Background: an optimization exercise with open tools, aiming at small area, a short achievable clock period and few clock cycles. Do not read the settings as production practice.
In this exercise RTL edits were held to simulation tests only and were not proved equivalent to the original.

==> flow/design.v (excerpt) <==
module muldiv_unit (
    input  logic        clk_i,
    input  logic        rst_n_i,
    input  logic        start_i,
    input  logic [31:0] operand_a_i,
    input  logic [31:0] operand_b_i,
    input  logic [2:0]  muldiv_op_i,
    output logic [31:0] result_o,
    output logic        busy_o,
    output logic        done_o
);
Size in the first run: about 2800 cells after synthesis, about 110 flip-flops, about 100 I/O pins.
Settings: LEC_CHECK=0, ABC_AREA=1, CAP_MARGIN=20, CORE_MARGIN=2, CORE_UTILIZATION=66, CTS_BUF_LIST=sky130_fd_sc_hd__clkbuf_8, SLEW_MARGIN=20; clock period 150.0 ns.
standard.sh (not shown) runs the stock make flow with config.mk's settings and CLKGATE_MAP_FILE= SYNTH_SCRIPT=/design/flow/synth_recipe.tcl, a recipe that flattens the netlist after the stock synthesis.
==> flow/flow/run.sh <==
#!/bin/bash
set -euo pipefail
bash standard.sh finish "BUFFER_PORTS_ARGS=-buffer_cell sky130_fd_sc_hd__buf_1" > standard.log 2>&1
Testbench counts at the start, summed over its fixed seeds: cycles 73,972.
==> next run, changes <==
--- a/flow/design.v
+++ b/flow/design.v
@@ -40,58 +40,57 @@
     endfunction
     logic          busy_q, done_q, first_q, fix_q, negc_q;
     logic          mul_q, sgn_q, rem_q;
     logic          neg_q, prev_q, rs_q;
     logic [CW-1:0] cnt_q;
     logic [31:0]   x_q;       
     logic [31:0]   y_q;       
     logic [31:0]   z_q;       
-    logic        sa, sb, wb, bz, nz, pa, pb;
+    logic        sa, sb, bz, az, nz, pa, pb;
     logic [31:0] am, bm;
     logic [4:0]  ma, mb, la, lb;
     logic signed [5:0] df;
     logic [5:0]  du;
-    logic [CW-1:0] c0, cm;
+    logic [CW-1:0] c0;
     logic [EW-1:0] e0;
     assign sa    = sgn_q & x_q[31];
     assign sb    = sgn_q & y_q[31];
-    assign wb    = (sgn_q | mul_q) & y_q[31];
     assign bz    = (y_q[31:0] == 32'd0);
+    assign az    = (x_q == 32'd0);
     assign am = sa ? ~x_q : x_q;
-    assign bm = wb ? ~y_q[31:0] : y_q[31:0];
+    assign bm = sb ? ~y_q[31:0] : y_q[31:0];
     assign pa = sa && (am != 32'd0) && (((am >> 1) & ~am) == 32'd0);
     assign pb = sb && (bm != 32'd0) && (((bm >> 1) & ~bm) == 32'd0);
     always_comb begin
         ma = 5'd0;
         mb = 5'd0;
         for (int i = 0; i < 32; i++) begin
             if (am[i]) ma = 5'(i);
             if (bm[i]) mb = 5'(i);
         end
     end
     assign la = ma + 5'(pa);
     assign lb = mb + 5'(pb);
     assign df = $signed({1'b0, la}) - $signed({1'b0, lb});
     assign du = {1'b0, df[4:0]} + 6'(sa);
-    assign nz = df[5];
-    assign cm = CW'((mb + 5'd1) / (2 * K)) + CW'(1);
+    assign nz = az || df[5];
     always_comb begin
         c0 = CW'(1);
         e0 = EW'(K) - EW'(sa);
         if (bz) begin
             e0 = EW'(K - 1) - EW'(sa);
         end else if (!nz) begin
             c0 = CW'(du / K) + CW'(1);
             e0 = EW'(K - 1) - EW'(du % K);
         end
     end
     logic [CW-1:0] rc;
     logic [DW-1:0] dv;
-    assign rc = first_q ? (mul_q ? cm : c0) : cnt_q;
+    assign rc = first_q ? c0 : cnt_q;
     always_comb begin
         dv = '0;
         for (int c = 1; c <= NC; c++)
             if (rc == CW'(c))
                 dv = DW'($signed({sb, y_q})) << (c * K - 1);
     end
     logic [32:0]   s   [0:K];
     logic [K-1:0]  qb;
@@ -125,26 +124,27 @@
                 inv = ~skip & ~(s[j][32] ^ sb);
                 ab  = {33{~skip}} & dj;
             end
             s[j+1]    = add33(s[j], ab ^ {33{inv}}, inv);
             qb[K-1-j] = ~skip & ~s[j+1][32] & ~(j == 0 && first_q && sa);
         end
     end
     logic [31:0] qn, sel;
-    logic        last, fin, negn, rfix;
+    logic        last, fin, mterm, negn, rfix;
     logic [31:0] ynext;
     assign qn    = (z_q << K) | 32'(qb);
     assign sel   = rem_q ? s[K][31:0] : qn;
     assign negn  = first_q ? (sgn_q & ~nz & (rem_q ? sa : (sa ^ sb))) | (bz & ~rem_q)
                            : neg_q;
     assign last  = (rc == CW'(1));
     assign fin   = fix_q | last;
     assign rfix  = rem_q & ~fix_q & s[K][32] & ~(first_q & nz);
     assign ynext = $signed(y_q[31:0]) >>> (2 * K);
+    assign mterm = (ynext == {32{y_q[2*K-1]}});
     logic idle_q, ld_q;
     logic idle_d, busy_d, done_d, first_d, fix_d, negc_d;
     always_comb begin
         idle_d  = idle_q;
         busy_d  = busy_q;
         done_d  = done_q;
         first_d = first_q;
         fix_d   = fix_q;
@@ -158,17 +158,17 @@
             end
         end else if (!ld_q) begin
             first_d = 1'b0;
             if (negc_q) begin
                 negc_d = 1'b0;
                 busy_d = 1'b0;
                 done_d = 1'b1;
             end else if (mul_q) begin
-                if (last) begin
+                if (mterm) begin
                     busy_d = 1'b0;
                     done_d = 1'b1;
                 end
             end else if (fin) begin
                 fix_d = rfix;
                 if (!rfix) begin
                     if (negn) negc_d = 1'b1;
                     else begin
What happened: First-iteration DRC count increases by 4.1%; global-route usage decreases by 1.0 points; maximum frequency barely changes; worst setup slack degrades by 0.010 ns; utilization stays flat; via count increases by 0.99%; die area increases by 1.4%; hold slack barely changes; routed wire length increases by 0.56%; final area increases by 0.77%; register-to-register slack improves by 2.4 ns; sequential share of layout area decreases by 0.10 points.
Testbench counts after the change, summed over its fixed seeds: cycles 73,970.

what the ideal ports hide:
No port has a modelled driver above. Below, the same layouts with a new extraction and two added sets of constraints. Step 1 assumes that a clkbuf_16 drives the clock port and a buf_2 every other input. Step 2 times the ports against the registers' clock, not the clock port: input delays grow and output delays shrink by t, the midpoint of the rising clock arrivals with the driver on. Three values: no drivers, after step 1, after step 2; two values: the first two.
run	t (ns)	setup WS [ns]	latest minus earliest clock arrival (ns)	worst register clock-pin slew, ns	worst data-port slew with drivers (ns)
the first run	0.550	118.891 / 118.840 / 119.217	0.021 / 0.021	0.09 / 0.09	0.06
the second run	0.542	118.881 / 118.828 / 119.182	0.016 / 0.017	0.08 / 0.08	0.04
After both steps every run listed still meets setup and hold.
